Context: an optimization exercise on an open-source flow, tuned for small area and a short achievable clock period. The choices shown serve that exercise and are no tape-out recipe.
Function was checked by simulation only, so behaviour that the tests miss may differ from the original.
Power is estimated from default activity; no workload was simulated.

### design.v
module cmx_add (
    input [31:0] a,
    input [31:0] b,
    input sub_flag,
    output [31:0] c
  );
  wire signed [15:0] a_real = a[15:0];
  wire signed [15:0] a_img = a[31:16];
  wire signed [15:0] b_real = b[15:0];
  wire signed [15:0] b_img = b[31:16];
  wire [15:0] c_real = (sub_flag)? (a_real - b_real):
       a_real + b_real;
  wire [15:0] c_img = (sub_flag)? (a_img - b_img):
       a_img + b_img;
  assign c = {c_img, c_real};     
endmodule
module bfu_internal(
    input [31:0] a,
    input [31:0] b,
    output [31:0] c_plus,
    output [31:0] c_minus
  );
  cmx_add u0_cmx_add_plus(
    .a(a),
    .b(b),
    .sub_flag(1'h0),
    .c(c_plus)
  );
  cmx_add u1_cmx_add_minus(
    .a(a),
    .b(b),
    .sub_flag(1'h1),
    .c(c_minus)
  );
endmodule
module cmx_mult # (parameter AWIDTH = 16, BWIDTH = 16)
  (
    input clk,
    input reset_n,
    input signed [AWIDTH-1:0]      ar, ai,
    input signed [BWIDTH-1:0]      br, bi,
    output signed [AWIDTH+BWIDTH:0] pr, pi
  );
  reg signed [AWIDTH-1:0] ai_d, ai_dd, ai_ddd, ai_dddd   ;
  reg signed [AWIDTH-1:0] ar_d, ar_dd, ar_ddd, ar_dddd   ;
  reg signed [BWIDTH-1:0] bi_d, bi_dd, bi_ddd, br_d, br_dd, br_ddd ;
  reg signed [AWIDTH:0]  addcommon     ;
  reg signed [BWIDTH:0]  addr, addi     ;
  reg signed [AWIDTH+BWIDTH:0] mult0, multr, multi, pr_int, pi_int  ;
  reg signed [AWIDTH+BWIDTH:0] common, commonr1, commonr2   ;
  always @(posedge clk or negedge reset_n)
  begin
    if (!reset_n)
    begin
      ar_d   <= 'h0;
      ar_dd  <= 'h0;
      ai_d   <= 'h0;
      ai_dd  <= 'h0;
      br_d   <= 'h0;
      br_dd  <= 'h0;
      br_ddd <= 'h0;
      bi_d   <= 'h0;
      bi_dd  <= 'h0;
      bi_ddd <= 'h0;
    end
    else
    begin
      ar_d   <= ar;
      ar_dd  <= ar_d;
      ai_d   <= ai;
      ai_dd  <= ai_d;
      br_d   <= br;
      br_dd  <= br_d;
      br_ddd <= br_dd;
      bi_d   <= bi;
      bi_dd  <= bi_d;
      bi_ddd <= bi_dd;
    end
  end
  always @(posedge clk or negedge reset_n)
  begin
    if (!reset_n)
    begin
      addcommon <= 'h0;
      mult0     <= 'h0;
      common    <= 'h0;
    end
    else
    begin
      addcommon <= ar_d - ai_d;
      mult0     <= addcommon * bi_dd;
      common    <= mult0;
    end
  end
  always @(posedge clk or negedge reset_n)
  begin
    if (!reset_n)
    begin
      ar_ddd   <= 'h0;
      ar_dddd  <= 'h0;
      addr     <= 'h0;
      multr    <= 'h0;
      commonr1 <= 'h0;
      pr_int   <= 'h0;
    end
    else
    begin
      ar_ddd   <= ar_dd;
      ar_dddd  <= ar_ddd;
      addr     <= br_ddd - bi_ddd;
      multr    <= addr * ar_dddd;
      commonr1 <= common;
      pr_int   <= multr + commonr1;
    end
  end
  always @(posedge clk or negedge reset_n)
  begin
    if (!reset_n)
    begin
      ai_ddd   <= 'h0;
      ai_dddd  <= 'h0;
      addi     <= 'h0;
      multi    <= 'h0;
      commonr2 <= 'h0;
      pi_int   <= 'h0;
    end
    else
    begin
      ai_ddd   <= ai_dd;
      ai_dddd  <= ai_ddd;
      addi     <= br_ddd + bi_ddd;
      multi    <= addi * ai_dddd;
      commonr2 <= common;
      pi_int   <= multi + commonr2;
    end
  end
  assign pr = pr_int;
  assign pi = pi_int;
endmodule  
module delay_buffer #(
    parameter  BIT_WIDTH = 32,
    parameter  DELAY_STAGES = 6
  ) (
    input clk,
    input reset_n,
    input [BIT_WIDTH-1:0] buf_in,
    output [BIT_WIDTH-1:0] buf_out
  );
  reg [BIT_WIDTH-1:0] r_stages [0:DELAY_STAGES-1];
  integer  i;
  always @(posedge clk or negedge reset_n)
  begin
    if (!reset_n)
    begin
      for (i=0; i<DELAY_STAGES; i=i+1)
      begin
        r_stages[i] <= 'h0;
      end
    end
    else
    begin
      r_stages[0] <= buf_in;
      for (i=0; i<(DELAY_STAGES-1); i=i+1)
      begin
        r_stages[i+1] <= r_stages[i];
      end
    end
  end
  assign buf_out = r_stages[DELAY_STAGES-1];
endmodule
module rom_async (
	addr,
	data
);
	parameter WIDTH = 8;
	parameter DEPTH = 256;
	parameter INIT_F = "";
	localparam ADDRW = $clog2(DEPTH);
	input wire [ADDRW - 1:0] addr;
	output reg [WIDTH - 1:0] data;
	reg [WIDTH - 1:0] memory [0:DEPTH - 1];
	initial begin
		$readmemh("tw_rom_p_8_st_1_q_8.mem", memory);
	end
	always @(*) data = memory[addr];
endmodule
module tw_rom #(parameter ROM_DEPTH = 4,
                  parameter ROM_WIDTH = 32,
                  parameter ROM_FILE = "tw_rom.mem",
                  parameter A_WIDTH = $clog2(ROM_DEPTH)
                 ) (
                   input [A_WIDTH-1:0] addr,
                   output  signed [15:0] tw_real,
                   output  signed [15:0] tw_img
                 );
  rom_async #(
              .WIDTH(ROM_WIDTH),
              .DEPTH(ROM_DEPTH),
              .INIT_F(ROM_FILE)
            ) tw_rom(
              .addr(addr),
              .data({tw_img, tw_real})
            );
endmodule
module bfu_dif_top
  #(parameter  Q_POINT = 8,
    parameter  TW_ROM_DEPTH = 4,
    parameter ADDR_W = $clog2(TW_ROM_DEPTH),
    parameter TW_ROM_FILE = "tw_rom_p_8_st_1_q_8.mem")
   (
     input clk,
     input reset_n,
     input [31:0] a,
     input [31:0] b,
     input [ADDR_W-1:0] tw_addr,
     output [31:0] c_plus,
     output [31:0] c_minus
   );
  function [11:0] kmul;
    input k;
    input [3:0] n;
    begin
      kmul[0] = (k & ~n[3] & ~n[2] & ~n[1] & n[0]) | (k & ~n[3] & ~n[2] & n[1] & n[0]) | (k & ~n[3] & n[2] & ~n[1] & n[0]) | (k & ~n[3] & n[2] & n[1] & n[0]) | (k & n[3] & ~n[2] & ~n[1] & n[0]) | (k & n[3] & ~n[2] & n[1] & n[0]) | (k & n[3] & n[2] & ~n[1] & n[0]) | (k & n[3] & n[2] & n[1] & n[0]);
      kmul[1] = (k & ~n[3] & ~n[2] & n[1] & ~n[0]) | (k & ~n[3] & ~n[2] & n[1] & n[0]) | (k & ~n[3] & n[2] & n[1] & ~n[0]) | (k & ~n[3] & n[2] & n[1] & n[0]) | (k & n[3] & ~n[2] & n[1] & ~n[0]) | (k & n[3] & ~n[2] & n[1] & n[0]) | (k & n[3] & n[2] & n[1] & ~n[0]) | (k & n[3] & n[2] & n[1] & n[0]);
      kmul[2] = (k & ~n[3] & ~n[2] & ~n[1] & n[0]) | (k & ~n[3] & ~n[2] & n[1] & n[0]) | (k & ~n[3] & n[2] & ~n[1] & ~n[0]) | (k & ~n[3] & n[2] & n[1] & ~n[0]) | (k & n[3] & ~n[2] & ~n[1] & n[0]) | (k & n[3] & ~n[2] & n[1] & n[0]) | (k & n[3] & n[2] & ~n[1] & ~n[0]) | (k & n[3] & n[2] & n[1] & ~n[0]);
      kmul[3] = (k & ~n[3] & ~n[2] & n[1] & ~n[0]) | (k & ~n[3] & ~n[2] & n[1] & n[0]) | (k & ~n[3] & n[2] & ~n[1] & n[0]) | (k & ~n[3] & n[2] & n[1] & ~n[0]) | (k & n[3] & ~n[2] & ~n[1] & ~n[0]) | (k & n[3] & ~n[2] & ~n[1] & n[0]) | (k & n[3] & n[2] & ~n[1] & ~n[0]) | (k & n[3] & n[2] & n[1] & n[0]);
      kmul[4] = (k & ~n[3] & ~n[2] & ~n[1] & n[0]) | (k & ~n[3] & ~n[2] & n[1] & n[0]) | (k & ~n[3] & n[2] & ~n[1] & ~n[0]) | (k & ~n[3] & n[2] & n[1] & ~n[0]) | (k & ~n[3] & n[2] & n[1] & n[0]) | (k & n[3] & ~n[2] & ~n[1] & n[0]) | (k & n[3] & ~n[2] & n[1] & ~n[0]) | (k & n[3] & n[2] & ~n[1] & ~n[0]) | (k & n[3] & n[2] & ~n[1] & n[0]) | (k & n[3] & n[2] & n[1] & n[0]);
      kmul[5] = (k & ~n[3] & ~n[2] & ~n[1] & n[0]) | (k & ~n[3] & ~n[2] & n[1] & ~n[0]) | (k & ~n[3] & n[2] & n[1] & ~n[0]) | (k & ~n[3] & n[2] & n[1] & n[0]) | (k & n[3] & ~n[2] & ~n[1] & ~n[0]) | (k & n[3] & n[2] & ~n[1] & ~n[0]) | (k & n[3] & n[2] & ~n[1] & n[0]) | (k & n[3] & n[2] & n[1] & ~n[0]);
      kmul[6] = (k & ~n[3] & ~n[2] & n[1] & ~n[0]) | (k & ~n[3] & n[2] & ~n[1] & ~n[0]) | (k & ~n[3] & n[2] & n[1] & n[0]) | (k & n[3] & ~n[2] & ~n[1] & n[0]) | (k & n[3] & ~n[2] & n[1] & n[0]) | (k & n[3] & n[2] & ~n[1] & ~n[0]) | (k & n[3] & n[2] & n[1] & ~n[0]);
      kmul[7] = (k & ~n[3] & ~n[2] & ~n[1] & n[0]) | (k & ~n[3] & n[2] & ~n[1] & ~n[0]) | (k & ~n[3] & n[2] & ~n[1] & n[0]) | (k & ~n[3] & n[2] & n[1] & n[0]) | (k & n[3] & ~n[2] & ~n[1] & ~n[0]) | (k & n[3] & ~n[2] & n[1] & n[0]) | (k & n[3] & n[2] & n[1] & ~n[0]) | (k & n[3] & n[2] & n[1] & n[0]);
      kmul[8] = (~k & ~n[3] & ~n[2] & ~n[1] & n[0]) | (~k & ~n[3] & ~n[2] & n[1] & n[0]) | (~k & ~n[3] & n[2] & ~n[1] & n[0]) | (~k & ~n[3] & n[2] & n[1] & n[0]) | (~k & n[3] & ~n[2] & ~n[1] & n[0]) | (~k & n[3] & ~n[2] & n[1] & n[0]) | (~k & n[3] & n[2] & ~n[1] & n[0]) | (~k & n[3] & n[2] & n[1] & n[0]) | (k & ~n[3] & ~n[2] & n[1] & ~n[0]) | (k & ~n[3] & n[2] & ~n[1] & n[0]) | (k & n[3] & ~n[2] & ~n[1] & ~n[0]) | (k & n[3] & ~n[2] & n[1] & ~n[0]) | (k & n[3] & ~n[2] & n[1] & n[0]) | (k & n[3] & n[2] & ~n[1] & n[0]) | (k & n[3] & n[2] & n[1] & ~n[0]);
      kmul[9] = (~k & ~n[3] & ~n[2] & n[1] & ~n[0]) | (~k & ~n[3] & ~n[2] & n[1] & n[0]) | (~k & ~n[3] & n[2] & n[1] & ~n[0]) | (~k & ~n[3] & n[2] & n[1] & n[0]) | (~k & n[3] & ~n[2] & n[1] & ~n[0]) | (~k & n[3] & ~n[2] & n[1] & n[0]) | (~k & n[3] & n[2] & n[1] & ~n[0]) | (~k & n[3] & n[2] & n[1] & n[0]) | (k & ~n[3] & ~n[2] & n[1] & n[0]) | (k & ~n[3] & n[2] & ~n[1] & ~n[0]) | (k & ~n[3] & n[2] & ~n[1] & n[0]) | (k & n[3] & ~n[2] & ~n[1] & n[0]) | (k & n[3] & ~n[2] & n[1] & ~n[0]) | (k & n[3] & ~n[2] & n[1] & n[0]) | (k & n[3] & n[2] & n[1] & n[0]);
      kmul[10] = (~k & ~n[3] & n[2] & ~n[1] & ~n[0]) | (~k & ~n[3] & n[2] & ~n[1] & n[0]) | (~k & ~n[3] & n[2] & n[1] & ~n[0]) | (~k & ~n[3] & n[2] & n[1] & n[0]) | (~k & n[3] & n[2] & ~n[1] & ~n[0]) | (~k & n[3] & n[2] & ~n[1] & n[0]) | (~k & n[3] & n[2] & n[1] & ~n[0]) | (~k & n[3] & n[2] & n[1] & n[0]) | (k & ~n[3] & n[2] & n[1] & ~n[0]) | (k & ~n[3] & n[2] & n[1] & n[0]) | (k & n[3] & ~n[2] & ~n[1] & ~n[0]) | (k & n[3] & ~n[2] & ~n[1] & n[0]) | (k & n[3] & ~n[2] & n[1] & ~n[0]) | (k & n[3] & ~n[2] & n[1] & n[0]);
      kmul[11] = (~k & n[3] & ~n[2] & ~n[1] & ~n[0]) | (~k & n[3] & ~n[2] & ~n[1] & n[0]) | (~k & n[3] & ~n[2] & n[1] & ~n[0]) | (~k & n[3] & ~n[2] & n[1] & n[0]) | (~k & n[3] & n[2] & ~n[1] & ~n[0]) | (~k & n[3] & n[2] & ~n[1] & n[0]) | (~k & n[3] & n[2] & n[1] & ~n[0]) | (~k & n[3] & n[2] & n[1] & n[0]) | (k & n[3] & n[2] & ~n[1] & ~n[0]) | (k & n[3] & n[2] & ~n[1] & n[0]) | (k & n[3] & n[2] & n[1] & ~n[0]) | (k & n[3] & n[2] & n[1] & n[0]);
    end
  endfunction
  function [7:0] kmul_top;
    input k;
    input [1:0] n;
    begin
      kmul_top[0] = (k & ~n[1] & n[0]) | (k & n[1] & n[0]);
      kmul_top[1] = (k & n[1] & ~n[0]) | (k & n[1] & n[0]);
      kmul_top[2] = (k & ~n[1] & n[0]) | (k & n[1] & ~n[0]);
      kmul_top[3] = (k & n[1] & n[0]);
      kmul_top[4] = (k & ~n[1] & n[0]) | (k & n[1] & ~n[0]);
      kmul_top[5] = (k & ~n[1] & n[0]);
      kmul_top[6] = (k & n[1] & n[0]);
      kmul_top[7] = (k & ~n[1] & n[0]) | (k & n[1] & ~n[0]);
    end
  endfunction
  wire [8:0] srL = {1'b0, a[7:0]} + {1'b0, b[7:0]};
  wire [8:0] siL = {1'b0, a[23:16]} + {1'b0, b[23:16]};
  wire [8:0] ndL = {1'b0, b[7:0]} + {1'b0, ~a[7:0]} + {1'b1};
  wire [8:0] diL = {1'b0, a[23:16]} + {1'b0, ~b[23:16]} + {1'b1};
  reg [7:0] sr1, si1, nd1, di1;
  reg csr1, csi1, cnd1, cdi1;
  reg [7:0] arh1, aih1, brh1, bih1;
  reg r1_z2, r1_t3, r1_z0, r1_c;
  reg i1_nz0, i1_nz2, i1_nt3;
  reg k1;
  always @(posedge clk) begin
    sr1 <= srL[7:0]; si1 <= siL[7:0]; nd1 <= ndL[7:0]; di1 <= diL[7:0];
    csr1 <= srL[8]; csi1 <= siL[8]; cnd1 <= ndL[8]; cdi1 <= diL[8];
    arh1 <= a[15:8]; aih1 <= a[31:24]; brh1 <= b[15:8]; bih1 <= b[31:24];
    r1_z2 <= tw_addr == 2'd2; r1_t3 <= tw_addr == 2'd3; r1_z0 <= tw_addr == 2'd0; r1_c <= ~tw_addr[1];
    i1_nz0 <= tw_addr != 2'd0; i1_nz2 <= tw_addr != 2'd2; i1_nt3 <= tw_addr != 2'd3;
    k1 <= tw_addr[0];
  end
  wire [7:0] srH_a = arh1;
  wire [7:0] srH_b = brh1;
  wire srH_p0 = srH_a[0] ^ srH_b[0];
  wire srH_g0 = (srH_a[0] & srH_b[0]) | (csr1 & (srH_a[0] ^ srH_b[0]));
  wire srH_p1 = srH_a[1] ^ srH_b[1];
  wire srH_g1 = srH_a[1] & srH_b[1];
  wire srH_p2 = srH_a[2] ^ srH_b[2];
  wire srH_g2 = srH_a[2] & srH_b[2];
  wire srH_p3 = srH_a[3] ^ srH_b[3];
  wire srH_g3 = srH_a[3] & srH_b[3];
  wire srH_p4 = srH_a[4] ^ srH_b[4];
  wire srH_g4 = srH_a[4] & srH_b[4];
  wire srH_p5 = srH_a[5] ^ srH_b[5];
  wire srH_g5 = srH_a[5] & srH_b[5];
  wire srH_p6 = srH_a[6] ^ srH_b[6];
  wire srH_g6 = srH_a[6] & srH_b[6];
  wire srH_p7 = srH_a[7] ^ srH_b[7];
  wire srH_g7 = srH_a[7] & srH_b[7];
  wire srH_U0_1 = srH_g1 | (srH_p1 & srH_g0);
  wire srH_V0_1 = srH_p1 & srH_p0;
  wire srH_U0_3 = srH_g3 | (srH_p3 & srH_g2);
  wire srH_V0_3 = srH_p3 & srH_p2;
  wire srH_U0_5 = srH_g5 | (srH_p5 & srH_g4);
  wire srH_V0_5 = srH_p5 & srH_p4;
  wire srH_U0_7 = srH_g7 | (srH_p7 & srH_g6);
  wire srH_V0_7 = srH_p7 & srH_p6;
  wire srH_U1_3 = srH_U0_3 | (srH_V0_3 & srH_U0_1);
  wire srH_V1_3 = srH_V0_3 & srH_V0_1;
  wire srH_U1_7 = srH_U0_7 | (srH_V0_7 & srH_U0_5);
  wire srH_V1_7 = srH_V0_7 & srH_V0_5;
  wire srH_U2_7 = srH_U1_7 | (srH_V1_7 & srH_U1_3);
  wire srH_V2_7 = srH_V1_7 & srH_V1_3;
  wire srH_D4_5 = srH_U0_5 | (srH_V0_5 & srH_U1_3);
  wire srH_E4_5 = srH_V0_5 & srH_V1_3;
  wire srH_D5_2 = srH_g2 | (srH_p2 & srH_U0_1);
  wire srH_E5_2 = srH_p2 & srH_V0_1;
  wire srH_D5_4 = srH_g4 | (srH_p4 & srH_U1_3);
  wire srH_E5_4 = srH_p4 & srH_V1_3;
  wire srH_D5_6 = srH_g6 | (srH_p6 & srH_D4_5);
  wire srH_E5_6 = srH_p6 & srH_E4_5;
  wire srH_s0 = srH_p0 ^ csr1;
  wire srH_s1 = srH_p1 ^ srH_g0;
  wire srH_s2 = srH_p2 ^ srH_U0_1;
  wire srH_s3 = srH_p3 ^ srH_D5_2;
  wire srH_s4 = srH_p4 ^ srH_U1_3;
  wire srH_s5 = srH_p5 ^ srH_D5_4;
  wire srH_s6 = srH_p6 ^ srH_D4_5;
  wire srH_s7 = srH_p7 ^ srH_D5_6;
  wire [7:0] srH = {srH_s7, srH_s6, srH_s5, srH_s4, srH_s3, srH_s2, srH_s1, srH_s0};
  wire srH_co = srH_U2_7;
  wire [7:0] siH_a = aih1;
  wire [7:0] siH_b = bih1;
  wire siH_p0 = siH_a[0] ^ siH_b[0];
  wire siH_g0 = (siH_a[0] & siH_b[0]) | (csi1 & (siH_a[0] ^ siH_b[0]));
  wire siH_p1 = siH_a[1] ^ siH_b[1];
  wire siH_g1 = siH_a[1] & siH_b[1];
  wire siH_p2 = siH_a[2] ^ siH_b[2];
  wire siH_g2 = siH_a[2] & siH_b[2];
  wire siH_p3 = siH_a[3] ^ siH_b[3];
  wire siH_g3 = siH_a[3] & siH_b[3];
  wire siH_p4 = siH_a[4] ^ siH_b[4];
  wire siH_g4 = siH_a[4] & siH_b[4];
  wire siH_p5 = siH_a[5] ^ siH_b[5];
  wire siH_g5 = siH_a[5] & siH_b[5];
  wire siH_p6 = siH_a[6] ^ siH_b[6];
  wire siH_g6 = siH_a[6] & siH_b[6];
  wire siH_p7 = siH_a[7] ^ siH_b[7];
  wire siH_g7 = siH_a[7] & siH_b[7];
  wire siH_U0_1 = siH_g1 | (siH_p1 & siH_g0);
  wire siH_V0_1 = siH_p1 & siH_p0;
  wire siH_U0_3 = siH_g3 | (siH_p3 & siH_g2);
  wire siH_V0_3 = siH_p3 & siH_p2;
  wire siH_U0_5 = siH_g5 | (siH_p5 & siH_g4);
  wire siH_V0_5 = siH_p5 & siH_p4;
  wire siH_U0_7 = siH_g7 | (siH_p7 & siH_g6);
  wire siH_V0_7 = siH_p7 & siH_p6;
  wire siH_U1_3 = siH_U0_3 | (siH_V0_3 & siH_U0_1);
  wire siH_V1_3 = siH_V0_3 & siH_V0_1;
  wire siH_U1_7 = siH_U0_7 | (siH_V0_7 & siH_U0_5);
  wire siH_V1_7 = siH_V0_7 & siH_V0_5;
  wire siH_U2_7 = siH_U1_7 | (siH_V1_7 & siH_U1_3);
  wire siH_V2_7 = siH_V1_7 & siH_V1_3;
  wire siH_D4_5 = siH_U0_5 | (siH_V0_5 & siH_U1_3);
  wire siH_E4_5 = siH_V0_5 & siH_V1_3;
  wire siH_D5_2 = siH_g2 | (siH_p2 & siH_U0_1);
  wire siH_E5_2 = siH_p2 & siH_V0_1;
  wire siH_D5_4 = siH_g4 | (siH_p4 & siH_U1_3);
  wire siH_E5_4 = siH_p4 & siH_V1_3;
  wire siH_D5_6 = siH_g6 | (siH_p6 & siH_D4_5);
  wire siH_E5_6 = siH_p6 & siH_E4_5;
  wire siH_s0 = siH_p0 ^ csi1;
  wire siH_s1 = siH_p1 ^ siH_g0;
  wire siH_s2 = siH_p2 ^ siH_U0_1;
  wire siH_s3 = siH_p3 ^ siH_D5_2;
  wire siH_s4 = siH_p4 ^ siH_U1_3;
  wire siH_s5 = siH_p5 ^ siH_D5_4;
  wire siH_s6 = siH_p6 ^ siH_D4_5;
  wire siH_s7 = siH_p7 ^ siH_D5_6;
  wire [7:0] siH = {siH_s7, siH_s6, siH_s5, siH_s4, siH_s3, siH_s2, siH_s1, siH_s0};
  wire siH_co = siH_U2_7;
  wire [7:0] ndH_a = brh1;
  wire [7:0] ndH_b = ~arh1;
  wire ndH_p0 = ndH_a[0] ^ ndH_b[0];
  wire ndH_g0 = (ndH_a[0] & ndH_b[0]) | (cnd1 & (ndH_a[0] ^ ndH_b[0]));
  wire ndH_p1 = ndH_a[1] ^ ndH_b[1];
  wire ndH_g1 = ndH_a[1] & ndH_b[1];
  wire ndH_p2 = ndH_a[2] ^ ndH_b[2];
  wire ndH_g2 = ndH_a[2] & ndH_b[2];
  wire ndH_p3 = ndH_a[3] ^ ndH_b[3];
  wire ndH_g3 = ndH_a[3] & ndH_b[3];
  wire ndH_p4 = ndH_a[4] ^ ndH_b[4];
  wire ndH_g4 = ndH_a[4] & ndH_b[4];
  wire ndH_p5 = ndH_a[5] ^ ndH_b[5];
  wire ndH_g5 = ndH_a[5] & ndH_b[5];
  wire ndH_p6 = ndH_a[6] ^ ndH_b[6];
  wire ndH_g6 = ndH_a[6] & ndH_b[6];
  wire ndH_p7 = ndH_a[7] ^ ndH_b[7];
  wire ndH_g7 = ndH_a[7] & ndH_b[7];
  wire ndH_U0_1 = ndH_g1 | (ndH_p1 & ndH_g0);
  wire ndH_V0_1 = ndH_p1 & ndH_p0;
  wire ndH_U0_3 = ndH_g3 | (ndH_p3 & ndH_g2);
  wire ndH_V0_3 = ndH_p3 & ndH_p2;
  wire ndH_U0_5 = ndH_g5 | (ndH_p5 & ndH_g4);
  wire ndH_V0_5 = ndH_p5 & ndH_p4;
  wire ndH_U0_7 = ndH_g7 | (ndH_p7 & ndH_g6);
  wire ndH_V0_7 = ndH_p7 & ndH_p6;
  wire ndH_U1_3 = ndH_U0_3 | (ndH_V0_3 & ndH_U0_1);
  wire ndH_V1_3 = ndH_V0_3 & ndH_V0_1;
  wire ndH_U1_7 = ndH_U0_7 | (ndH_V0_7 & ndH_U0_5);
  wire ndH_V1_7 = ndH_V0_7 & ndH_V0_5;
  wire ndH_U2_7 = ndH_U1_7 | (ndH_V1_7 & ndH_U1_3);
  wire ndH_V2_7 = ndH_V1_7 & ndH_V1_3;
  wire ndH_D4_5 = ndH_U0_5 | (ndH_V0_5 & ndH_U1_3);
  wire ndH_E4_5 = ndH_V0_5 & ndH_V1_3;
  wire ndH_D5_2 = ndH_g2 | (ndH_p2 & ndH_U0_1);
  wire ndH_E5_2 = ndH_p2 & ndH_V0_1;
  wire ndH_D5_4 = ndH_g4 | (ndH_p4 & ndH_U1_3);
  wire ndH_E5_4 = ndH_p4 & ndH_V1_3;
  wire ndH_D5_6 = ndH_g6 | (ndH_p6 & ndH_D4_5);
  wire ndH_E5_6 = ndH_p6 & ndH_E4_5;
  wire ndH_s0 = ndH_p0 ^ cnd1;
  wire ndH_s1 = ndH_p1 ^ ndH_g0;
  wire ndH_s2 = ndH_p2 ^ ndH_U0_1;
  wire ndH_s3 = ndH_p3 ^ ndH_D5_2;
  wire ndH_s4 = ndH_p4 ^ ndH_U1_3;
  wire ndH_s5 = ndH_p5 ^ ndH_D5_4;
  wire ndH_s6 = ndH_p6 ^ ndH_D4_5;
  wire ndH_s7 = ndH_p7 ^ ndH_D5_6;
  wire [7:0] ndH = {ndH_s7, ndH_s6, ndH_s5, ndH_s4, ndH_s3, ndH_s2, ndH_s1, ndH_s0};
  wire ndH_co = ndH_U2_7;
  wire [7:0] diH_a = aih1;
  wire [7:0] diH_b = ~bih1;
  wire diH_p0 = diH_a[0] ^ diH_b[0];
  wire diH_g0 = (diH_a[0] & diH_b[0]) | (cdi1 & (diH_a[0] ^ diH_b[0]));
  wire diH_p1 = diH_a[1] ^ diH_b[1];
  wire diH_g1 = diH_a[1] & diH_b[1];
  wire diH_p2 = diH_a[2] ^ diH_b[2];
  wire diH_g2 = diH_a[2] & diH_b[2];
  wire diH_p3 = diH_a[3] ^ diH_b[3];
  wire diH_g3 = diH_a[3] & diH_b[3];
  wire diH_p4 = diH_a[4] ^ diH_b[4];
  wire diH_g4 = diH_a[4] & diH_b[4];
  wire diH_p5 = diH_a[5] ^ diH_b[5];
  wire diH_g5 = diH_a[5] & diH_b[5];
  wire diH_p6 = diH_a[6] ^ diH_b[6];
  wire diH_g6 = diH_a[6] & diH_b[6];
  wire diH_p7 = diH_a[7] ^ diH_b[7];
  wire diH_g7 = diH_a[7] & diH_b[7];
  wire diH_U0_1 = diH_g1 | (diH_p1 & diH_g0);
  wire diH_V0_1 = diH_p1 & diH_p0;
  wire diH_U0_3 = diH_g3 | (diH_p3 & diH_g2);
  wire diH_V0_3 = diH_p3 & diH_p2;
  wire diH_U0_5 = diH_g5 | (diH_p5 & diH_g4);
  wire diH_V0_5 = diH_p5 & diH_p4;
  wire diH_U0_7 = diH_g7 | (diH_p7 & diH_g6);
  wire diH_V0_7 = diH_p7 & diH_p6;
  wire diH_U1_3 = diH_U0_3 | (diH_V0_3 & diH_U0_1);
  wire diH_V1_3 = diH_V0_3 & diH_V0_1;
  wire diH_U1_7 = diH_U0_7 | (diH_V0_7 & diH_U0_5);
  wire diH_V1_7 = diH_V0_7 & diH_V0_5;
  wire diH_U2_7 = diH_U1_7 | (diH_V1_7 & diH_U1_3);
  wire diH_V2_7 = diH_V1_7 & diH_V1_3;
  wire diH_D4_5 = diH_U0_5 | (diH_V0_5 & diH_U1_3);
  wire diH_E4_5 = diH_V0_5 & diH_V1_3;
  wire diH_D5_2 = diH_g2 | (diH_p2 & diH_U0_1);
  wire diH_E5_2 = diH_p2 & diH_V0_1;
  wire diH_D5_4 = diH_g4 | (diH_p4 & diH_U1_3);
  wire diH_E5_4 = diH_p4 & diH_V1_3;
  wire diH_D5_6 = diH_g6 | (diH_p6 & diH_D4_5);
  wire diH_E5_6 = diH_p6 & diH_E4_5;
  wire diH_s0 = diH_p0 ^ cdi1;
  wire diH_s1 = diH_p1 ^ diH_g0;
  wire diH_s2 = diH_p2 ^ diH_U0_1;
  wire diH_s3 = diH_p3 ^ diH_D5_2;
  wire diH_s4 = diH_p4 ^ diH_U1_3;
  wire diH_s5 = diH_p5 ^ diH_D5_4;
  wire diH_s6 = diH_p6 ^ diH_D4_5;
  wire diH_s7 = diH_p7 ^ diH_D5_6;
  wire [7:0] diH = {diH_s7, diH_s6, diH_s5, diH_s4, diH_s3, diH_s2, diH_s1, diH_s0};
  wire diH_co = diH_U2_7;
  wire [7:0] xrL = r1_z2 ? 8'd0 : (r1_t3 ? nd1 : ~nd1);
  wire [7:0] yrL = r1_z0 ? 8'd0 : di1;
  wire [7:0] xiL = i1_nz0 ? nd1 : 8'd0;
  wire [7:0] yiL = i1_nz2 ? (i1_nt3 ? di1 : ~di1) : 8'd0;
  wire [8:0] urL = {1'b0, xrL} + {1'b0, yrL} + {r1_c};
  wire [8:0] uiL = {1'b0, xiL} + {1'b0, yiL} + {~i1_nt3};
  reg [31:0] p2;
  reg [7:0] ndh2, dih2, url2, uil2;
  reg cur2, cui2, ndz2;
  reg r2_z2, r2_t3, r2_z0;
  reg i2_nz0, i2_nz2, i2_nt3;
  reg k2, nk2;
  always @(posedge clk) begin
    p2 <= {siH, si1, srH, sr1};
    ndh2 <= ndH; dih2 <= diH;
    url2 <= urL[7:0]; uil2 <= uiL[7:0]; cur2 <= urL[8]; cui2 <= uiL[8];
    ndz2 <= nd1 != 8'd0;
    r2_z2 <= r1_z2; r2_t3 <= r1_t3; r2_z0 <= r1_z0;
    i2_nz0 <= i1_nz0; i2_nz2 <= i1_nz2; i2_nt3 <= i1_nt3;
    k2 <= k1; nk2 <= ~k1;
  end
  wire nd_neg = ndh2[7] & (ndh2[6:0] != 7'd0 | ndz2);
  wire [9:0] ndxH = {{2{nd_neg}}, ndh2};
  wire [9:0] dixH = {{2{dih2[7]}}, dih2};
  wire [9:0] xrH = r2_z2 ? 10'd0 : (r2_t3 ? ndxH : ~ndxH);
  wire [9:0] yrH = r2_z0 ? 10'd0 : dixH;
  wire [9:0] xiH = i2_nz0 ? ndxH : 10'd0;
  wire [9:0] yiH = i2_nz2 ? (i2_nt3 ? dixH : ~dixH) : 10'd0;
  wire [10:0] urH = {1'b0, xrH} + {1'b0, yrH} + {cur2};
  wire [10:0] uiH = {1'b0, xiH} + {1'b0, yiH} + {cui2};
  wire [11:0] rlo_t0 = kmul(k2, url2[3:0]), rlo_t1 = kmul(k2, url2[7:4]);
  wire [11:0] ilo_t0 = kmul(~nk2, uil2[3:0]), ilo_t1 = kmul(~nk2, uil2[7:4]);
  wire [4:0] rlo_c = {1'b0, rlo_t0[7:4]} + {1'b0, rlo_t1[3:0]};
  wire [4:0] ilo_c = {1'b0, ilo_t0[7:4]} + {1'b0, ilo_t1[3:0]};
  reg [31:0] p3;
  reg [9:0] urh3, uih3;
  reg [3:0] rt03, it03;
  reg [7:0] rt13, it13;
  reg rqc3, iqc3;
  reg k3, nk3;
  always @(posedge clk) begin
    p3 <= p2;
    urh3 <= urH[9:0]; uih3 <= uiH[9:0];
    rt03 <= rlo_t0[11:8]; rt13 <= rlo_t1[11:4];
    it03 <= ilo_t0[11:8]; it13 <= ilo_t1[11:4];
    rqc3 <= rlo_c[4]; iqc3 <= ilo_c[4];
    k3 <= k2; nk3 <= nk2;
  end
  wire [11:0] rx2 = kmul(k3, urh3[3:0]), rx3 = kmul(k3, urh3[7:4]);
  wire [8:0] rxa = {1'b0, rx2[7:0]} + {1'b0, {rx3[3:0], 4'd0}};
  wire [7:0] rxv = rxa[7:0];
  wire rxco = rxa[8];
  wire [11:0] ix2 = kmul(~nk3, uih3[3:0]), ix3 = kmul(~nk3, uih3[7:4]);
  wire [8:0] ixa = {1'b0, ix2[7:0]} + {1'b0, {ix3[3:0], 4'd0}};
  wire [7:0] ixv = ixa[7:0];
  wire ixco = ixa[8];
  wire [7:0] rqa_a = rt13;
  wire [7:0] rqa_b = {4'd0, rt03};
  wire rqa_p0 = rqa_a[0] ^ rqa_b[0];
  wire rqa_g0 = (rqa_a[0] & rqa_b[0]) | (rqc3 & (rqa_a[0] ^ rqa_b[0]));
  wire rqa_p1 = rqa_a[1] ^ rqa_b[1];
  wire rqa_g1 = rqa_a[1] & rqa_b[1];
  wire rqa_p2 = rqa_a[2] ^ rqa_b[2];
  wire rqa_g2 = rqa_a[2] & rqa_b[2];
  wire rqa_p3 = rqa_a[3] ^ rqa_b[3];
  wire rqa_g3 = rqa_a[3] & rqa_b[3];
  wire rqa_p4 = rqa_a[4] ^ rqa_b[4];
  wire rqa_g4 = rqa_a[4] & rqa_b[4];
  wire rqa_p5 = rqa_a[5] ^ rqa_b[5];
  wire rqa_g5 = rqa_a[5] & rqa_b[5];
  wire rqa_p6 = rqa_a[6] ^ rqa_b[6];
  wire rqa_g6 = rqa_a[6] & rqa_b[6];
  wire rqa_p7 = rqa_a[7] ^ rqa_b[7];
  wire rqa_g7 = rqa_a[7] & rqa_b[7];
  wire rqa_U0_1 = rqa_g1 | (rqa_p1 & rqa_g0);
  wire rqa_V0_1 = rqa_p1 & rqa_p0;
  wire rqa_U0_3 = rqa_g3 | (rqa_p3 & rqa_g2);
  wire rqa_V0_3 = rqa_p3 & rqa_p2;
  wire rqa_U0_5 = rqa_g5 | (rqa_p5 & rqa_g4);
  wire rqa_V0_5 = rqa_p5 & rqa_p4;
  wire rqa_U0_7 = rqa_g7 | (rqa_p7 & rqa_g6);
  wire rqa_V0_7 = rqa_p7 & rqa_p6;
  wire rqa_U1_3 = rqa_U0_3 | (rqa_V0_3 & rqa_U0_1);
  wire rqa_V1_3 = rqa_V0_3 & rqa_V0_1;
  wire rqa_U1_7 = rqa_U0_7 | (rqa_V0_7 & rqa_U0_5);
  wire rqa_V1_7 = rqa_V0_7 & rqa_V0_5;
  wire rqa_U2_7 = rqa_U1_7 | (rqa_V1_7 & rqa_U1_3);
  wire rqa_V2_7 = rqa_V1_7 & rqa_V1_3;
  wire rqa_D4_5 = rqa_U0_5 | (rqa_V0_5 & rqa_U1_3);
  wire rqa_E4_5 = rqa_V0_5 & rqa_V1_3;
  wire rqa_D5_2 = rqa_g2 | (rqa_p2 & rqa_U0_1);
  wire rqa_E5_2 = rqa_p2 & rqa_V0_1;
  wire rqa_D5_4 = rqa_g4 | (rqa_p4 & rqa_U1_3);
  wire rqa_E5_4 = rqa_p4 & rqa_V1_3;
  wire rqa_D5_6 = rqa_g6 | (rqa_p6 & rqa_D4_5);
  wire rqa_E5_6 = rqa_p6 & rqa_E4_5;
  wire rqa_s0 = rqa_p0 ^ rqc3;
  wire rqa_s1 = rqa_p1 ^ rqa_g0;
  wire rqa_s2 = rqa_p2 ^ rqa_U0_1;
  wire rqa_s3 = rqa_p3 ^ rqa_D5_2;
  wire rqa_s4 = rqa_p4 ^ rqa_U1_3;
  wire rqa_s5 = rqa_p5 ^ rqa_D5_4;
  wire rqa_s6 = rqa_p6 ^ rqa_D4_5;
  wire rqa_s7 = rqa_p7 ^ rqa_D5_6;
  wire [7:0] rqa = {rqa_s7, rqa_s6, rqa_s5, rqa_s4, rqa_s3, rqa_s2, rqa_s1, rqa_s0};
  wire rqa_co = rqa_U2_7;
  wire [7:0] iqa_a = it13;
  wire [7:0] iqa_b = {4'd0, it03};
  wire iqa_p0 = iqa_a[0] ^ iqa_b[0];
  wire iqa_g0 = (iqa_a[0] & iqa_b[0]) | (iqc3 & (iqa_a[0] ^ iqa_b[0]));
  wire iqa_p1 = iqa_a[1] ^ iqa_b[1];
  wire iqa_g1 = iqa_a[1] & iqa_b[1];
  wire iqa_p2 = iqa_a[2] ^ iqa_b[2];
  wire iqa_g2 = iqa_a[2] & iqa_b[2];
  wire iqa_p3 = iqa_a[3] ^ iqa_b[3];
  wire iqa_g3 = iqa_a[3] & iqa_b[3];
  wire iqa_p4 = iqa_a[4] ^ iqa_b[4];
  wire iqa_g4 = iqa_a[4] & iqa_b[4];
  wire iqa_p5 = iqa_a[5] ^ iqa_b[5];
  wire iqa_g5 = iqa_a[5] & iqa_b[5];
  wire iqa_p6 = iqa_a[6] ^ iqa_b[6];
  wire iqa_g6 = iqa_a[6] & iqa_b[6];
  wire iqa_p7 = iqa_a[7] ^ iqa_b[7];
  wire iqa_g7 = iqa_a[7] & iqa_b[7];
  wire iqa_U0_1 = iqa_g1 | (iqa_p1 & iqa_g0);
  wire iqa_V0_1 = iqa_p1 & iqa_p0;
  wire iqa_U0_3 = iqa_g3 | (iqa_p3 & iqa_g2);
  wire iqa_V0_3 = iqa_p3 & iqa_p2;
  wire iqa_U0_5 = iqa_g5 | (iqa_p5 & iqa_g4);
  wire iqa_V0_5 = iqa_p5 & iqa_p4;
  wire iqa_U0_7 = iqa_g7 | (iqa_p7 & iqa_g6);
  wire iqa_V0_7 = iqa_p7 & iqa_p6;
  wire iqa_U1_3 = iqa_U0_3 | (iqa_V0_3 & iqa_U0_1);
  wire iqa_V1_3 = iqa_V0_3 & iqa_V0_1;
  wire iqa_U1_7 = iqa_U0_7 | (iqa_V0_7 & iqa_U0_5);
  wire iqa_V1_7 = iqa_V0_7 & iqa_V0_5;
  wire iqa_U2_7 = iqa_U1_7 | (iqa_V1_7 & iqa_U1_3);
  wire iqa_V2_7 = iqa_V1_7 & iqa_V1_3;
  wire iqa_D4_5 = iqa_U0_5 | (iqa_V0_5 & iqa_U1_3);
  wire iqa_E4_5 = iqa_V0_5 & iqa_V1_3;
  wire iqa_D5_2 = iqa_g2 | (iqa_p2 & iqa_U0_1);
  wire iqa_E5_2 = iqa_p2 & iqa_V0_1;
  wire iqa_D5_4 = iqa_g4 | (iqa_p4 & iqa_U1_3);
  wire iqa_E5_4 = iqa_p4 & iqa_V1_3;
  wire iqa_D5_6 = iqa_g6 | (iqa_p6 & iqa_D4_5);
  wire iqa_E5_6 = iqa_p6 & iqa_E4_5;
  wire iqa_s0 = iqa_p0 ^ iqc3;
  wire iqa_s1 = iqa_p1 ^ iqa_g0;
  wire iqa_s2 = iqa_p2 ^ iqa_U0_1;
  wire iqa_s3 = iqa_p3 ^ iqa_D5_2;
  wire iqa_s4 = iqa_p4 ^ iqa_U1_3;
  wire iqa_s5 = iqa_p5 ^ iqa_D5_4;
  wire iqa_s6 = iqa_p6 ^ iqa_D4_5;
  wire iqa_s7 = iqa_p7 ^ iqa_D5_6;
  wire [7:0] iqa = {iqa_s7, iqa_s6, iqa_s5, iqa_s4, iqa_s3, iqa_s2, iqa_s1, iqa_s0};
  wire iqa_co = iqa_U2_7;
  reg [31:0] p4;
  reg [9:0] urh4, uih4;
  reg [7:0] rq4, iq4, rx4, ix4;
  reg rxc4, ixc4;
  reg k4, nk4;
  always @(posedge clk) begin
    p4 <= p3;
    urh4 <= urh3; uih4 <= uih3;
    rq4 <= rqa; iq4 <= iqa;
    rx4 <= rxv; ix4 <= ixv; rxc4 <= rxco; ixc4 <= ixco;
    k4 <= k3; nk4 <= nk3;
  end
  wire [11:0] rT2 = kmul(k4, urh4[3:0]), rT3 = kmul(k4, urh4[7:4]);
  wire [7:0] rT4 = kmul_top(k4, urh4[9:8]);
  wire [8:0] rsb = {1'b0, rq4} + {1'b0, rx4};
  wire [7:0] rsbv = rsb[7:0];
  wire rcba = rsb[8], rcbb = rxc4;
  wire rc_cs0 = rT2[8] ^ rT3[4] ^ rT4[0];
  wire rc_cc0 = (rT2[8] & rT3[4]) | (rT2[8] & rT4[0]) | (rT3[4] & rT4[0]);
  wire rc_cs1 = rT2[9] ^ rT3[5] ^ rT4[1];
  wire rc_cc1 = (rT2[9] & rT3[5]) | (rT2[9] & rT4[1]) | (rT3[5] & rT4[1]);
  wire rc_cs2 = rT2[10] ^ rT3[6] ^ rT4[2];
  wire rc_cc2 = (rT2[10] & rT3[6]) | (rT2[10] & rT4[2]) | (rT3[6] & rT4[2]);
  wire rc_cs3 = rT2[11] ^ rT3[7] ^ rT4[3];
  wire rc_cc3 = (rT2[11] & rT3[7]) | (rT2[11] & rT4[3]) | (rT3[7] & rT4[3]);
  wire rc_cs4 = 1'b0 ^ rT3[8] ^ rT4[4];
  wire rc_cc4 = (1'b0 & rT3[8]) | (1'b0 & rT4[4]) | (rT3[8] & rT4[4]);
  wire rc_cs5 = 1'b0 ^ rT3[9] ^ rT4[5];
  wire rc_cc5 = (1'b0 & rT3[9]) | (1'b0 & rT4[5]) | (rT3[9] & rT4[5]);
  wire rc_cs6 = 1'b0 ^ rT3[10] ^ rT4[6];
  wire rc_cc6 = (1'b0 & rT3[10]) | (1'b0 & rT4[6]) | (rT3[10] & rT4[6]);
  wire rc_cs7 = 1'b0 ^ rT3[11] ^ rT4[7];
  wire rc_cc7 = (1'b0 & rT3[11]) | (1'b0 & rT4[7]) | (rT3[11] & rT4[7]);
  wire [7:0] rcS = {rc_cs7, rc_cs6, rc_cs5, rc_cs4, rc_cs3, rc_cs2, rc_cs1, rc_cs0};
  wire [6:0] rcC = {rc_cc6, rc_cc5, rc_cc4, rc_cc3, rc_cc2, rc_cc1, rc_cc0};
  wire [11:0] iT2 = kmul(~nk4, uih4[3:0]), iT3 = kmul(~nk4, uih4[7:4]);
  wire [7:0] iT4 = kmul_top(~nk4, uih4[9:8]);
  wire [8:0] isb = {1'b0, iq4} + {1'b0, ix4};
  wire [7:0] isbv = isb[7:0];
  wire icba = isb[8], icbb = ixc4;
  wire ic_cs0 = iT2[8] ^ iT3[4] ^ iT4[0];
  wire ic_cc0 = (iT2[8] & iT3[4]) | (iT2[8] & iT4[0]) | (iT3[4] & iT4[0]);
  wire ic_cs1 = iT2[9] ^ iT3[5] ^ iT4[1];
  wire ic_cc1 = (iT2[9] & iT3[5]) | (iT2[9] & iT4[1]) | (iT3[5] & iT4[1]);
  wire ic_cs2 = iT2[10] ^ iT3[6] ^ iT4[2];
  wire ic_cc2 = (iT2[10] & iT3[6]) | (iT2[10] & iT4[2]) | (iT3[6] & iT4[2]);
  wire ic_cs3 = iT2[11] ^ iT3[7] ^ iT4[3];
  wire ic_cc3 = (iT2[11] & iT3[7]) | (iT2[11] & iT4[3]) | (iT3[7] & iT4[3]);
  wire ic_cs4 = 1'b0 ^ iT3[8] ^ iT4[4];
  wire ic_cc4 = (1'b0 & iT3[8]) | (1'b0 & iT4[4]) | (iT3[8] & iT4[4]);
  wire ic_cs5 = 1'b0 ^ iT3[9] ^ iT4[5];
  wire ic_cc5 = (1'b0 & iT3[9]) | (1'b0 & iT4[5]) | (iT3[9] & iT4[5]);
  wire ic_cs6 = 1'b0 ^ iT3[10] ^ iT4[6];
  wire ic_cc6 = (1'b0 & iT3[10]) | (1'b0 & iT4[6]) | (iT3[10] & iT4[6]);
  wire ic_cs7 = 1'b0 ^ iT3[11] ^ iT4[7];
  wire ic_cc7 = (1'b0 & iT3[11]) | (1'b0 & iT4[7]) | (iT3[11] & iT4[7]);
  wire [7:0] icS = {ic_cs7, ic_cs6, ic_cs5, ic_cs4, ic_cs3, ic_cs2, ic_cs1, ic_cs0};
  wire [6:0] icC = {ic_cc6, ic_cc5, ic_cc4, ic_cc3, ic_cc2, ic_cc1, ic_cc0};
  reg [31:0] p5;
  reg [7:0] rb5, ib5, rs5, is5;
  reg [6:0] rk5, ik5;
  reg rc5a, rc5b, ic5a, ic5b;
  always @(posedge clk) begin
    p5 <= p4;
    rb5 <= rsbv; ib5 <= isbv; rs5 <= rcS; is5 <= icS; rk5 <= rcC; ik5 <= icC;
    rc5a <= rcba; rc5b <= rcbb; ic5a <= icba; ic5b <= icbb;
  end
  wire [7:0] rfin_a = rs5;
  wire [7:0] rfin_b = {rk5, rc5a};
  wire rfin_p0 = rfin_a[0] ^ rfin_b[0];
  wire rfin_g0 = (rfin_a[0] & rfin_b[0]) | (rc5b & (rfin_a[0] ^ rfin_b[0]));
  wire rfin_p1 = rfin_a[1] ^ rfin_b[1];
  wire rfin_g1 = rfin_a[1] & rfin_b[1];
  wire rfin_p2 = rfin_a[2] ^ rfin_b[2];
  wire rfin_g2 = rfin_a[2] & rfin_b[2];
  wire rfin_p3 = rfin_a[3] ^ rfin_b[3];
  wire rfin_g3 = rfin_a[3] & rfin_b[3];
  wire rfin_p4 = rfin_a[4] ^ rfin_b[4];
  wire rfin_g4 = rfin_a[4] & rfin_b[4];
  wire rfin_p5 = rfin_a[5] ^ rfin_b[5];
  wire rfin_g5 = rfin_a[5] & rfin_b[5];
  wire rfin_p6 = rfin_a[6] ^ rfin_b[6];
  wire rfin_g6 = rfin_a[6] & rfin_b[6];
  wire rfin_p7 = rfin_a[7] ^ rfin_b[7];
  wire rfin_g7 = rfin_a[7] & rfin_b[7];
  wire rfin_U0_1 = rfin_g1 | (rfin_p1 & rfin_g0);
  wire rfin_V0_1 = rfin_p1 & rfin_p0;
  wire rfin_U0_3 = rfin_g3 | (rfin_p3 & rfin_g2);
  wire rfin_V0_3 = rfin_p3 & rfin_p2;
  wire rfin_U0_5 = rfin_g5 | (rfin_p5 & rfin_g4);
  wire rfin_V0_5 = rfin_p5 & rfin_p4;
  wire rfin_U0_7 = rfin_g7 | (rfin_p7 & rfin_g6);
  wire rfin_V0_7 = rfin_p7 & rfin_p6;
  wire rfin_U1_3 = rfin_U0_3 | (rfin_V0_3 & rfin_U0_1);
  wire rfin_V1_3 = rfin_V0_3 & rfin_V0_1;
  wire rfin_U1_7 = rfin_U0_7 | (rfin_V0_7 & rfin_U0_5);
  wire rfin_V1_7 = rfin_V0_7 & rfin_V0_5;
  wire rfin_U2_7 = rfin_U1_7 | (rfin_V1_7 & rfin_U1_3);
  wire rfin_V2_7 = rfin_V1_7 & rfin_V1_3;
  wire rfin_D4_5 = rfin_U0_5 | (rfin_V0_5 & rfin_U1_3);
  wire rfin_E4_5 = rfin_V0_5 & rfin_V1_3;
  wire rfin_D5_2 = rfin_g2 | (rfin_p2 & rfin_U0_1);
  wire rfin_E5_2 = rfin_p2 & rfin_V0_1;
  wire rfin_D5_4 = rfin_g4 | (rfin_p4 & rfin_U1_3);
  wire rfin_E5_4 = rfin_p4 & rfin_V1_3;
  wire rfin_D5_6 = rfin_g6 | (rfin_p6 & rfin_D4_5);
  wire rfin_E5_6 = rfin_p6 & rfin_E4_5;
  wire rfin_s0 = rfin_p0 ^ rc5b;
  wire rfin_s1 = rfin_p1 ^ rfin_g0;
  wire rfin_s2 = rfin_p2 ^ rfin_U0_1;
  wire rfin_s3 = rfin_p3 ^ rfin_D5_2;
  wire rfin_s4 = rfin_p4 ^ rfin_U1_3;
  wire rfin_s5 = rfin_p5 ^ rfin_D5_4;
  wire rfin_s6 = rfin_p6 ^ rfin_D4_5;
  wire rfin_s7 = rfin_p7 ^ rfin_D5_6;
  wire [7:0] rfin = {rfin_s7, rfin_s6, rfin_s5, rfin_s4, rfin_s3, rfin_s2, rfin_s1, rfin_s0};
  wire rfin_co = rfin_U2_7;
  wire [7:0] ifin_a = is5;
  wire [7:0] ifin_b = {ik5, ic5a};
  wire ifin_p0 = ifin_a[0] ^ ifin_b[0];
  wire ifin_g0 = (ifin_a[0] & ifin_b[0]) | (ic5b & (ifin_a[0] ^ ifin_b[0]));
  wire ifin_p1 = ifin_a[1] ^ ifin_b[1];
  wire ifin_g1 = ifin_a[1] & ifin_b[1];
  wire ifin_p2 = ifin_a[2] ^ ifin_b[2];
  wire ifin_g2 = ifin_a[2] & ifin_b[2];
  wire ifin_p3 = ifin_a[3] ^ ifin_b[3];
  wire ifin_g3 = ifin_a[3] & ifin_b[3];
  wire ifin_p4 = ifin_a[4] ^ ifin_b[4];
  wire ifin_g4 = ifin_a[4] & ifin_b[4];
  wire ifin_p5 = ifin_a[5] ^ ifin_b[5];
  wire ifin_g5 = ifin_a[5] & ifin_b[5];
  wire ifin_p6 = ifin_a[6] ^ ifin_b[6];
  wire ifin_g6 = ifin_a[6] & ifin_b[6];
  wire ifin_p7 = ifin_a[7] ^ ifin_b[7];
  wire ifin_g7 = ifin_a[7] & ifin_b[7];
  wire ifin_U0_1 = ifin_g1 | (ifin_p1 & ifin_g0);
  wire ifin_V0_1 = ifin_p1 & ifin_p0;
  wire ifin_U0_3 = ifin_g3 | (ifin_p3 & ifin_g2);
  wire ifin_V0_3 = ifin_p3 & ifin_p2;
  wire ifin_U0_5 = ifin_g5 | (ifin_p5 & ifin_g4);
  wire ifin_V0_5 = ifin_p5 & ifin_p4;
  wire ifin_U0_7 = ifin_g7 | (ifin_p7 & ifin_g6);
  wire ifin_V0_7 = ifin_p7 & ifin_p6;
  wire ifin_U1_3 = ifin_U0_3 | (ifin_V0_3 & ifin_U0_1);
  wire ifin_V1_3 = ifin_V0_3 & ifin_V0_1;
  wire ifin_U1_7 = ifin_U0_7 | (ifin_V0_7 & ifin_U0_5);
  wire ifin_V1_7 = ifin_V0_7 & ifin_V0_5;
  wire ifin_U2_7 = ifin_U1_7 | (ifin_V1_7 & ifin_U1_3);
  wire ifin_V2_7 = ifin_V1_7 & ifin_V1_3;
  wire ifin_D4_5 = ifin_U0_5 | (ifin_V0_5 & ifin_U1_3);
  wire ifin_E4_5 = ifin_V0_5 & ifin_V1_3;
  wire ifin_D5_2 = ifin_g2 | (ifin_p2 & ifin_U0_1);
  wire ifin_E5_2 = ifin_p2 & ifin_V0_1;
  wire ifin_D5_4 = ifin_g4 | (ifin_p4 & ifin_U1_3);
  wire ifin_E5_4 = ifin_p4 & ifin_V1_3;
  wire ifin_D5_6 = ifin_g6 | (ifin_p6 & ifin_D4_5);
  wire ifin_E5_6 = ifin_p6 & ifin_E4_5;
  wire ifin_s0 = ifin_p0 ^ ic5b;
  wire ifin_s1 = ifin_p1 ^ ifin_g0;
  wire ifin_s2 = ifin_p2 ^ ifin_U0_1;
  wire ifin_s3 = ifin_p3 ^ ifin_D5_2;
  wire ifin_s4 = ifin_p4 ^ ifin_U1_3;
  wire ifin_s5 = ifin_p5 ^ ifin_D5_4;
  wire ifin_s6 = ifin_p6 ^ ifin_D4_5;
  wire ifin_s7 = ifin_p7 ^ ifin_D5_6;
  wire [7:0] ifin = {ifin_s7, ifin_s6, ifin_s5, ifin_s4, ifin_s3, ifin_s2, ifin_s1, ifin_s0};
  wire ifin_co = ifin_U2_7;
  reg [31:0] p6, m6;
  always @(posedge clk) begin
    p6 <= p5;
    m6 <= {ifin, ib5, rfin, rb5};
  end
  assign c_plus = p6;
  assign c_minus = m6;
endmodule
### tw_rom_p_8_st_1_q_8.mem
00000100
FF4B00B5
FF000000
FF4BFF4B
### standard.sh
#!/bin/bash
# synth_recipe.tcl (not shown) runs the flow's synth.tcl, then flattens the netlist and writes it again
# the make line also repeats each setting of config.mk as NAME=value (left out here)
make -C /OpenROAD-flow-scripts/flow DESIGN_CONFIG=/design/flow/config.mk WORK_HOME=/design/flow/orfs CLKGATE_MAP_FILE= SYNTH_SCRIPT=/design/flow/synth_recipe.tcl "${@:-finish}"
### flow/run.sh
#!/bin/bash
# Standard layout, with the ports buffered by buf_2 cells instead of the
# cell buffer_ports picks by default, and a clock tree with larger sink
# clusters and no dummy loads. Each ORFS step logs under orfs/logs/.
set -euo pipefail
bash standard.sh BUFFER_PORTS_ARGS="-buffer_cell sky130_fd_sc_hd__buf_2" \
  CTS_ARGS="-sink_clustering_enable -repair_clock_nets -dont_use_dummy_load -sink_clustering_size 30 -sink_clustering_max_diameter 80" \
  finish > standard.log 2>&1
### config.mk
export PLATFORM = sky130hd
export DESIGN_NAME = bfu_dif_top
export DESIGN_NICKNAME = bfu_dif_top
export VERILOG_FILES = /design/flow/design.v
export SDC_FILE = /design/flow/constraint.sdc
export NUM_CORES = 4
export LEC_CHECK = 0
export CAP_MARGIN = 20
export CORE_MARGIN = 2
export CORE_UTILIZATION = 40
export SETUP_SLACK_MARGIN = 4.0
export SLEW_MARGIN = 20
### constraint.sdc
create_clock -name core_clock -period 6.5 [get_ports {clk}]
set_input_delay 1.3000 -clock core_clock [delete_from_list [all_inputs] [get_ports {clk}]]
set_output_delay 1.3000 -clock core_clock [all_outputs]
set_load 0.01 [all_outputs]
==> flow_summary.toml, run 1 <==
[status]
outcome = "finished clean"

[cts]
cts_max_level = 1
clk_latency_ns = 0.59
postCtsHoldBufs = 0
cts_tree = "done"
cts_made_buffers = 25
cts_buffer_depth = 3
clock-sinks = 463
cts_root_buf = "clkbuf_16"
clkTransAtPathRegs_ns = 0.10

[synthesis]
synth_compound_area_frac = 0.0982
mappedNetlistArea_um2 = 18000
async_flop_share = 0
ys_types = 58
synth.avg_cell_area_um2 = 10.6
ys_ff_latch = 463
synth.net_count = 1954
synthTopCellsByArea = "dfxtp_1, ha_1, fa_1"
synth_edf_count = 0
synth-adder-area-share = 0.157
synth_area_leader_cell = "dfxtp_1"
yosys-mux-area-fraction = 0.00173
synth_top_family_by_area = "adder cells"
ys.flop_type = "dfxtp_1"
synth_top_area_frac = 0.514
synth_xor_area_frac = 0.0713
yosysWarnings = 1
synth_cells = 1696
seq_area_frac_synth = 0.514
yosys.area_share.simple = 0.116

[global_route]
grt_pass1_vias = 11000
grt_max_degree = 31
overflow = 0
antenna_found_initial = 1
grt_pass1_wl_um = 51500
grtUsageTotal = 0.131

[setup_path]
slowest_stage = "dfxtp_1"
worstSetupPathType = "reg2out"
critPathMaxStageDelay_ns = 0.35
endpoint_kind = "output port"
cp_top_family = "flip-flops"
start_kind = "flip-flop"
cp.arrival_ns = 1.08
critPathMaxFanout = 1
cp_num_buf_inv = 1
required_ns = 5.20
crit_chain = "buf_2"

[die]
die-area_um2 = 46800
die_y_um = 216
die_x_um = 216
start_util = 0.406
rows = 77
coreArea_um2 = 44400
io_pins = 132

[drt]
wl_per_cell_um = 12.6
drcViolationCount = 0
wl_um = 30100
antenna_left = 0
num_vias = 10900
viasPerCell = 4.56
firstDrtPassIters = 4
dr.first_iter.drc_count = 527

[finish]
nets = 2063
area_growth_pct = 10.9
layout-drive-gt1-share = 0.113
diodes = 0
final_core_util = 0.450

[sta]
fin_crit_ns = 2.38
skew_ns = 0.0672
drv_slew = 0
fin_tns_setup_ns = 0
worst_pin_slew_ns = 0.805
rsz0062_at_grt = "true"
slew-limit-headroom = 0.450
setup_viol = 0
fmaxAchievable_ghz = 0.420
fin_crit_sh = 0.366
hold_viol = 0

[power]
p_sw_w = 0.00307
finalPower_w = 0.00906
power_frac_seq = 0.490
power_density_nw_per_um2 = 453
comb_power_share = 0.343
p_leak_nw = 9.14
vdd_drop_max_mv = 0.211
internal_power_w = 0.00599
p_sw_frac = 0.339
power_frac_clock = 0.167

[placement]
dp_hpwl_um = 22900
io_buffers = 130
gp_congestion = 0.800

[run]
maxCapViolCount = 0

[min_path]
min_path_type = "reg2reg"
[metrics by stage]
stage               instance area (um2)  cells  hold slack [ns]  worst slack (ns)
finish                            20000   2395            0.279              4.12
global route                      20000   2395            0.289              3.98
CTS                               20000   2393            0.283              4.01
detailed placement                19300   2367            0.312              3.59
global placement                  19300   2367            0.310              3.60
floorplan                         18200   1696            0.310              3.96
[final cells by class]
cell class	count	area, um2
fillers	4200	24400
flip-flops and latches	463	9280
inverters	143	562
repair buffers	133	673
multi-input cells	1039	8130
well taps	592	741
clock buffers	25	626
[synthesized netlist by cell type (4+ instances only)]
cell type  number
a31oi_1        10
o21a_1          8
o21ai_0        64
xor2_1         56
nand2b_1       30
o211ai_1        5
xnor2_1        91
a21o_1         27
or2_2          11
ha_1          130
nor2b_1        58
fa_1           60
nand2_1        77
and3_1         10
buf_2          21
nor2_1        110
o22ai_1         5
o21bai_1       16
or3_1           8
a22o_1          5
nand4_1         6
inv_1         143
a211oi_1       16
dfxtp_1       463
a211o_1         5
clkbuf_1       25
and2_1         50
a2111oi_0       4
o2111ai_1       4
nor4_1          7
nand3_1         7
a21oi_1        96
nor3_1         31
[cells in the final DEF, fill, tap and decap left out, types with 9 or more instances in the layout]
cell type,instances
a211oi_1,16
a21o_1,27
a21oi_1,94
a31oi_1,10
and2_1,50
and3_1,10
buf_2,130
clkbuf_16,25
dfxtp_1,459
fa_1,51
fa_2,9
ha_1,125
inv_1,136
nand2_1,77
nand2b_1,30
nor2_1,110
nor2b_1,58
nor3_1,31
o21ai_0,63
o21bai_1,15
or2_2,11
xnor2_1,90
xor2_1,56
[metal layers]
metal	track usage	up-vias	part of all wire
met5	0	-	0.00023
met4	0.0390	2	0.022
met3	0.0250	41	0.042
met2	0.222	147	0.47
met1	0.168	4994	0.47
li1	-	5735	-
[power by group through the flow]
stage	logic [W]	registers (W)	clock network [W]
after CTS	0.00315	0.00445	0.00160
after global placement	0.00304	0.00449	0
final	0.00311	0.00444	0.00152
after global routing	0.00362	0.00457	0.00170
after floorplan	0.00254	0.00423	0
after detailed placement	0.00312	0.00451	0
[kinds of logic (layout without fill, tap and decap cells)]
kind of cell | Yosys count | after routing
fa+ha+maj | 190 | 190
compound gates | 284 | 284
flops | 463 | 463
xor+xnor | 147 | 147
mux | 3 | 3
simple gates | 415 | 415
buf+inv | 194 | 301
[final timing paths]
| check | slack (ns) | from | endpoint | depth (start not counted) |
|---|---|---|---|---|
| max | 4.12 | p6[23] | c_plus[23] | 1 |
| min | 0.28 | si1[6] | p2[22] | 0 |
| max reg2reg | 4.14 | rc5a | m6[15] | 11 |
| min reg2reg | 0.28 | si1[6] | p2[22] | 0 |
[repair_timing]
action,4_1_cts,5_1_grt
setup endpoints to repair,3,10
gates resized for setup,3,15
pin swaps,0,8
setup buffers,1,2
[sequential cells by signal (all words and copies together) (netlist names), 32 cells and up]
name / flops
m6: 32
p2: 32
p3: 32
p4: 32
p5: 32
p6: 32
==> run 2: changes to the inputs <==
==> flow/run.sh (replaced) <==
#!/bin/bash
# Standard layout, with the ports buffered by buf_2 cells instead of the
# cell buffer_ports picks by default, and a clock tree with larger sink
# clusters and no dummy loads. Each ORFS step logs under orfs/logs/.
set -euo pipefail
bash standard.sh BUFFER_PORTS_ARGS="-buffer_cell sky130_fd_sc_hd__buf_2" \
  CTS_ARGS="-sink_clustering_enable -repair_clock_nets -dont_use_dummy_load -sink_clustering_size 18 -sink_clustering_max_diameter 60 -buf_list sky130_fd_sc_hd__clkbuf_8" \
  finish > standard.log 2>&1
==> run 2 against run 1 <==
Against the previous run:
- still clean on timing, DRC and antenna
- die area did not move
- hold slack improved by 0.0074 ns
- wire length rose by 1.1%
- synthesized area did not move
- final cell count rose by 0.67%
- power fell by 1.3%
- sequential share of layout area rose by 0.21 points
- critical path type unchanged
- largest power group unchanged
==> flow_summary.toml, run 2 <==
[die]
die_x_um = 216
die_y_um = 216
coreArea_um2 = 44400
io_pins = 132
die-area_um2 = 46800
start_util = 0.406
rows = 77

[setup_path]
worstSetupPathType = "reg2out"
r2r_setup_slack_ns = 4.13
critPathMaxStageDelay_ns = 0.35
cp_num_buf_inv = 1
start_kind = "flip-flop"
cp.arrival_ns = 1.10
required_ns = 5.20
endpoint_kind = "output port"
rr_endpoint = "m6[31]"
cp_top_family = "flip-flops"
critPathMaxFanout = 1
r2r_cells = 10
crit_chain = "buf_2"
slowest_stage = "dfxtp_1"
rr_startpoint = "ic5b"

[min_path]
min_path_type = "reg2reg"
whs_path_depth = 0
min_to = "p6[4]"
min_from = "p5[4]"

[placement]
io_buffers = 130
gp_congestion = 0.800
dp_hpwl_um = 22900

[drt]
wl_um = 30400
viasPerCell = 4.57
dr.first_iter.drc_count = 535
wl_met3_um = 1340
drcViolationCount = 0
met1Wirelength_um = 14200
firstDrtPassIters = 5
wl_per_cell_um = 12.6
dr.max_layer_used = "met4"
wl_met2_um = 14000
num_vias = 11000
antenna_left = 0

[synthesis]
synth_edf_count = 0
yosys.area_share.simple = 0.116
synthTopCellsByArea = "dfxtp_1, ha_1, fa_1"
synth_area_leader_cell = "dfxtp_1"
synth_compound_area_frac = 0.0982
synth.avg_cell_area_um2 = 10.6
ys.flop_type = "dfxtp_1"
synth_xor_area_frac = 0.0713
ys_types = 58
seq_area_frac_synth = 0.514
async_flop_share = 0
synth-adder-area-share = 0.157
mappedNetlistArea_um2 = 18000
synth_top_family_by_area = "adder cells"
synth_top_area_frac = 0.514
synth.most_common_cell = "dfxtp_1"
yosys-mux-area-fraction = 0.00173
synth_common_cells = "dfxtp_1, inv_1, ha_1"
yosysWarnings = 1
ys_ff_latch = 463
synth_cells = 1696
synth.net_count = 1954

[sta]
skew_ns = 0.0595
setup_viol = 0
fin_crit_ns = 2.40
rsz0062_at_grt = "true"
fin_tns_setup_ns = 0
worst_pin_slew_ns = 0.803
drv_slew = 0
fin_crit_sh = 0.370
hold_viol = 0
fmaxAchievable_ghz = 0.416
slew-limit-headroom = 0.451

[cts]
cts_buffer_depth = 3
postCtsHoldBufs = 0
clock-sinks = 463
cts_max_level = 2
clkTransAtPathRegs_ns = 0.10
clk_latency_ns = 0.62
cts_tree = "done"
cts_root_buf = "clkbuf_8"
cts_made_buffers = 40

[status]
outcome = "finished clean"

[finish]
fillCellCount = 4214
nets = 2078
mostFrequentLayoutCells = "dfxtp_1, inv_1, buf_2"
layout_commonest_cell = "dfxtp_1"
area_growth_pct = 10.5
layout-drive-gt1-share = 0.121
final_core_util = 0.449
multiInputGateArea_um2 = 8130
register_area_um2 = 9290

[global_route]
antenna_found_initial = 0
grt_pass1_vias = 11000
grt_max_degree = 22
overflow = 0
grt_pass1_wl_um = 51700
grtUsageTotal = 0.133

[power]
finalPower_w = 0.00895
power_density_nw_per_um2 = 449
vdd_drop_max_mv = 0.267
p_leak_nw = 9.12

[run]
maxCapViolCount = 0
==> run 2: cell counts after synthesis <==
Identical to the previous run, type by type.
==> run 2: metal layers <==
metal / track usage / vias up
li1: - / 5758
met1: 0.170 / 5032
met2: 0.219 / 177
met3: 0.0286 / 56
met4: 0.0550 / 0
met5: 0 / -
==> run 2: kinds of logic after synthesis <==
family / count (synthesis)
AOI/OAI and AO/OA: 284
DFF: 463
and+or+nand+nor: 415
xor gates and xnor gates: 147
muxes: 3
adders and majority gates: 190
buffers and inverters: 194
==> run 2: layout make-up <==
class | count | area share
repair buffers | 133 | 0.0338
multi-input cells | 1039 | 0.407
inverters | 143 | 0.0282
clock buffers | 40 | 0.0276
diodes | 1 | 0.000125
well taps | 592 | 0.0371
flip-flops and latches | 463 | 0.466
==> run 2: repair_timing <==
action                                  in CTS  in global routing
endpoints found under the setup margin       3                 11
endpoints found under the hold margin        0                  0
setup buffers                                1                  2
resized for setup                            3                 19
pin swaps                                    0                  8
==> run 2: how the worst max path moves through the flow <==
stage / startpoint / end / slack, ns / depth (start not counted)
5_1_grt: i1_nt3 / cui2 / 3.95 / 9
3_3_place_gp: b[0] / sr1[6] / 3.60 / 9
6_report: p6[23] / c_plus[23] / 4.10 / 1
3_5_place_dp: b[0] / sr1[6] / 3.59 / 9
4_1_cts: i2_nt3 / uih3[8] / 4.00 / 8
2_1_floorplan: a[16] / di1[6] / 3.96 / 8
==> run 2: where the power goes <==
part / total (W) / switching (W) / internal, W
clock network: 0.00140 / 0.000851 / 0.000551
registers: 0.00444 / 0.000646 / 0.00379
logic: 0.00311 / 0.00159 / 0.00152
==> run 2: metrics by stage <==
| stage | area, um2 | cells | worst slack [ns] | hold WS, ns |
|---|---|---|---|---|
| final | 19900 | 2411 | 4.10 | 0.286 |
| after global routing | 19900 | 2410 | 3.95 | 0.274 |
| after CTS | 19900 | 2408 | 4.00 | 0.285 |
| after detailed placement | 19300 | 2367 | 3.59 | 0.312 |
| after global placement | 19300 | 2367 | 3.60 | 0.310 |
| after floorplan | 18200 | 1696 | 3.96 | 0.310 |

-- what the ideal ports hide --
No port has a modelled driver above. Below, the same layouts with a new extraction and two added sets of constraints.
Step 1, drivers: a clkbuf_16 drives clk and a buf_2 each remaining input, both assumed.
Step 2 adds t to the input delays and takes it off the output delays; t is the mean of the earliest and latest rising clock arrival at the registers after step 1. Input paths then give back, and output paths get back, about the clock's delay inside the block.
Three values: ideal ports, drivers, drivers and shift; two values: the first two.
run	t, ns	slack for setup (ns)	hold WS [ns]	worst data-port slew with drivers (ns)
run 1	0.612	4.121 / 4.067 / 3.596	0.279 / 0.279 / 0.279	0.06
run 2	0.639	4.095 / 4.047 / 3.570	0.286 / 0.286 / 0.286	0.05
After both steps setup and hold are still met in every run listed.
